This is an optimization exercise on Yosys and OpenROAD, whose aim is small area, not a production implementation.
RTL that was checked went through simulation tests only; none was proved equivalent to the original.
Power is estimated from default activity; no workload was simulated.

==> flow/design.v <==
module lcd1602_drive(
	input  wire        clk,
	input  wire        rst_n,
	input  wire        user_show_flag,
	input  wire [15:0] user_addr_data,
	output reg         user_ready,
	output wire        show_done,
	output wire [7:0]  q_out,
	output wire        rs_out,
	output wire        en_out,
	output wire        rw_out
);
	reg  [14:0] s_q;     
	wire [14:0] s = s_q ^ 15'h5555;
	reg  [1:0]  k;
	reg  [1:0]  ph;
	reg  [2:0]  w;
	reg         early;
	reg  [7:0]  cmd_r;
	reg  [7:0]  dat_r;
	wire tc     = s[2] & ~s[3] & ~s[4] & ~s[5] & ~s[6] & ~s[7] & ~s[9] & ~s[10] & ~s[11] & ~s[12] & ~s[13] & ~s[14];
	wire wr     = ph == 2'd0;
	wire idle   = ph == 2'd1 && w == 3'd7;
	wire last   = wr && w == 3'd7 && k == 2'd3 && tc;
	wire start  = user_show_flag && user_ready && (idle || last);
	wire jump   = ph == 2'd3 && k == 2'd1;
	wire pause  = w[2] ? (w[1] & w[0]) : ~(w[1] & w[0]);    
	always @(posedge clk) begin
		if (!rst_n) begin
			s_q <= 15'h1555;
			k  <= 2'd1;
			ph <= 2'd3;
			w  <= 3'd7;
		end else if (start) begin
			s_q <= 15'h5551;
			k  <= 2'd1;
			ph <= 2'd3;
			w  <= 3'd5;
		end else begin
			s_q <= 15'h5555 ^ (tc ? 15'h5400 : {s[13:0], s[14] ^ s[13]});
			if (tc) begin
				k <= jump ? 2'd0 : k + 2'd1;
				if (k == 2'd3 || jump) begin
					if (wr) begin
						if (pause) ph <= 2'd1;
						else       w  <= w + 3'd1;
					end else if (!idle) begin
						ph <= ph + 2'd1;
						if (ph == 2'd3) w <= w + 3'd1;
					end
				end
			end
		end
	end
	always @(posedge clk)
		early <= tc || (early && !s[8]);
	always @(posedge clk) begin
		if (!rst_n)
			user_ready <= 1'b0;
		else if (idle && s[0])
			user_ready <= 1'b1;
	end
	always @(posedge clk) begin
		if (start) begin
			cmd_r <= user_addr_data[15:8];
			dat_r <= user_addr_data[7:0];
		end
	end
	wire qwin = wr && !(k == 2'd0 && early);
	wire b54  = ~w[2];
	wire b3   = ~w[2] | ~(w[1] ^ w[0]);
	wire b2   = w[2] & w[1];
	wire b1   = w[2] & w[1] & ~w[0];
	wire b0   = w[2] & ~w[1] & w[0];
	wire [7:0] iq = {2'b00, b54, b54, b3, b2, b1, b0};
	wire [7:0] wq = w[0] ? dat_r : cmd_r;
	assign q_out     = qwin ? (user_ready ? wq : iq) : 8'h00;
	assign en_out    = wr && (k[0] ^ k[1]);
	assign rs_out    = user_ready && wr && w[0];
	assign show_done = user_ready && last;
	assign rw_out    = 1'b0;
endmodule
Settings: LEC_CHECK=0, CAP_MARGIN=20, CORE_MARGIN=2, CORE_UTILIZATION=40, GPL_TIMING_DRIVEN=0, SLEW_MARGIN=20; clock period 20.0 ns.
standard.sh (not shown) runs the stock make flow with config.mk's settings and CLKGATE_MAP_FILE= SYNTH_SCRIPT=/design/flow/synth_recipe.tcl, a recipe that flattens the netlist after the stock synthesis.
==> flow/flow/run.sh <==
#!/bin/bash
# Standard ORFS layout with three changes:
#  - after the standard synthesis, the combinational logic between the
#    registers is mapped again for area (remap.ys / remap.abc); every register
#    keeps its instance name and cell;
#  - port buffers are the smallest buffer (buf_1);
#  - the clock tree uses small buffers and no dummy loads.
# Each tool's output goes to a log file of its own here.
set -euo pipefail
here=$(pwd)
res=$here/orfs/results/$FLOW_PLATFORM/lcd1602_drive/base
export BUFFER_PORTS_ARGS="-buffer_cell sky130_fd_sc_hd__buf_1"
export CTS_ARGS="-sink_clustering_enable -repair_clock_nets -dont_use_dummy_load -root_buf sky130_fd_sc_hd__clkbuf_4 -buf_list sky130_fd_sc_hd__clkbuf_4"

bash standard.sh synth > standard_synth.log 2>&1

cp $res/1_2_yosys.v $here/std_1_2_yosys.v
lib=$FLOW_HOME/platforms/$FLOW_PLATFORM/lib/sky130_fd_sc_hd__tt_025C_1v80.lib
dontuse=$(sed -n '/^export DONT_USE_CELLS/,/^$/p' $FLOW_HOME/platforms/$FLOW_PLATFORM/config.mk \
  | grep -o 'sky130_fd_sc_hd__[a-z0-9_]*' | sed 's/^/-dont_use /' | tr '\n' ' ')
seq=$(grep -o 'sky130_fd_sc_hd__[a-z0-9_]*' $here/std_1_2_yosys.v | sort -u \
  | grep -E '__(dfxtp|edfxtp|dfrtp|dfstp|dfbbp|sdf|edf|dlx|dlr|conb)' | tr '\n' ' ')
cat > $here/remap.ys <<EOR
read_verilog $here/std_1_2_yosys.v
read_liberty -overwrite -ignore_miss_func $lib
blackbox $seq
hierarchy -top $FLOW_TOP
flatten
opt_clean
abc -script $here/flow/remap.abc -liberty $lib $dontuse
read_liberty -lib -overwrite $lib
opt_clean -purge
setundef -zero
hilomap -singleton -hicell sky130_fd_sc_hd__conb_1 HI -locell sky130_fd_sc_hd__conb_1 LO
splitnets
opt_clean -purge
check -assert
stat -liberty $lib
write_verilog -noattr -nohex -nodec $res/1_2_yosys.v
EOR
yosys -s $here/remap.ys > remap.log 2>&1
rm -f $res/1_synth.odb $res/1_synth.sdc

bash standard.sh > standard.log 2>&1
==> flow/flow/remap.abc <==
strash
balance -l; resub -K 6 -l; rewrite -l; resub -K 6 -N 2 -l; refactor -l; resub -K 8 -l; balance -l; resub -K 8 -N 2 -l; rewrite -l; resub -K 10 -l; rewrite -z -l; resub -K 10 -N 2 -l; balance -l; resub -K 12 -l; refactor -z -l; resub -K 12 -N 2 -l; rewrite -z -l; balance -l
dch -f
amap
topo
The baseline ran to the end with no violations.
==> next run, changes <==
--- a/flow/design.v
+++ b/flow/design.v
@@ -9,15 +9,18 @@
 	output wire        rs_out,
 	output wire        en_out,
 	output wire        rw_out
 );
 	reg  [14:0] s_q;     
 	wire [14:0] s = s_q ^ 15'h5555;
-	reg  [1:0]  k;
-	reg  [1:0]  ph;
-	reg  [2:0]  w;
+	reg  [1:0]  k_q;    
+	wire [1:0]  k = k_q ^ 2'h2;
+	reg  [1:0]  ph_q;    
+	wire [1:0]  ph = ph_q ^ 2'h3;
+	reg  [2:0]  w_q;    
+	wire [2:0]  w = w_q ^ 3'h1;
 	reg         early;
 	reg  [7:0]  cmd_r;
 	reg  [7:0]  dat_r;
 	wire tc     = s[2] & ~s[3] & ~s[4] & ~s[5] & ~s[6] & ~s[7] & ~s[9] & ~s[10] & ~s[11] & ~s[12] & ~s[13] & ~s[14];
 	wire wr     = ph == 2'd0;
 	wire idle   = ph == 2'd1 && w == 3'd7;
@@ -25,31 +28,31 @@
 	wire start  = user_show_flag && user_ready && (idle || last);
 	wire jump   = ph == 2'd3 && k == 2'd1;
 	wire pause  = w[2] ? (w[1] & w[0]) : ~(w[1] & w[0]);    
 	always @(posedge clk) begin
 		if (!rst_n) begin
 			s_q <= 15'h1555;
-			k  <= 2'd1;
-			ph <= 2'd3;
-			w  <= 3'd7;
+			k_q  <= 2'h2 ^ (2'd1);
+			ph_q <= 2'h3 ^ (2'd3);
+			w_q  <= 3'h1 ^ (3'd7);
 		end else if (start) begin
 			s_q <= 15'h5551;
-			k  <= 2'd1;
-			ph <= 2'd3;
-			w  <= 3'd5;
+			k_q  <= 2'h2 ^ (2'd1);
+			ph_q <= 2'h3 ^ (2'd3);
+			w_q  <= 3'h1 ^ (3'd5);
 		end else begin
 			s_q <= 15'h5555 ^ (tc ? 15'h5400 : {s[13:0], s[14] ^ s[13]});
 			if (tc) begin
-				k <= jump ? 2'd0 : k + 2'd1;
+				k_q <= 2'h2 ^ (jump ? 2'd0 : k + 2'd1);
 				if (k == 2'd3 || jump) begin
 					if (wr) begin
-						if (pause) ph <= 2'd1;
-						else       w  <= w + 3'd1;
+						if (pause) ph_q <= 2'h3 ^ (2'd1);
+						else       w_q  <= 3'h1 ^ (w + 3'd1);
 					end else if (!idle) begin
-						ph <= ph + 2'd1;
-						if (ph == 2'd3) w <= w + 3'd1;
+						ph_q <= 2'h3 ^ (ph + 2'd1);
+						if (ph == 2'd3) w_q <= 3'h1 ^ (w + 3'd1);
 					end
 				end
 			end
 		end
 	end
 	always @(posedge clk)
The new run completed without violations.
Area after synthesis shrinks by about 0.9%.
Core utilization grows by 0.18 points.
Worst setup slack improves by 0.38 ns.
Sequential power barely changes.
Non-clock buffer count grows by 1.
Total power stays flat.
Global-route usage grows by 0.71 points.
Clock power shrinks by about 2%.
Only the layout flow was run in the second run of this note; the RTL was not checked for function there.

afterwards: timing with drivers on the ports:
Ports are ideal in the flow. The routed layouts listed here were re-timed in OpenROAD.
Step 1 (the two cells are an assumption about what drives the block):
set clk [get_ports {clk}]
set_driving_cell -lib_cell sky130_fd_sc_hd__clkbuf_16 $clk
set_driving_cell -lib_cell sky130_fd_sc_hd__buf_2 [delete_from_list [all_inputs] $clk]
Step 2 adds t to the input delays and takes it off the output delays; t is the mean of the earliest and latest rising clock arrival at the registers after step 1. Input paths then give back, and output paths get back, about the clock's delay inside the block.
Slacks: ideal ports / drivers / drivers and shift; pairs: ideal ports / drivers.
run | t (ns) | setup slack, ns | hold WS [ns] | slew at the worst register clock pin (ns)
the first run | 0.350 | 13.636 / 13.614 / 13.725 | 0.378 / 0.378 / 0.378 | 0.12 / 0.12
the second run | 0.348 | 14.014 / 13.990 / 14.252 | 0.398 / 0.398 / 0.398 | 0.11 / 0.11
After both steps every run listed still meets setup and hold.
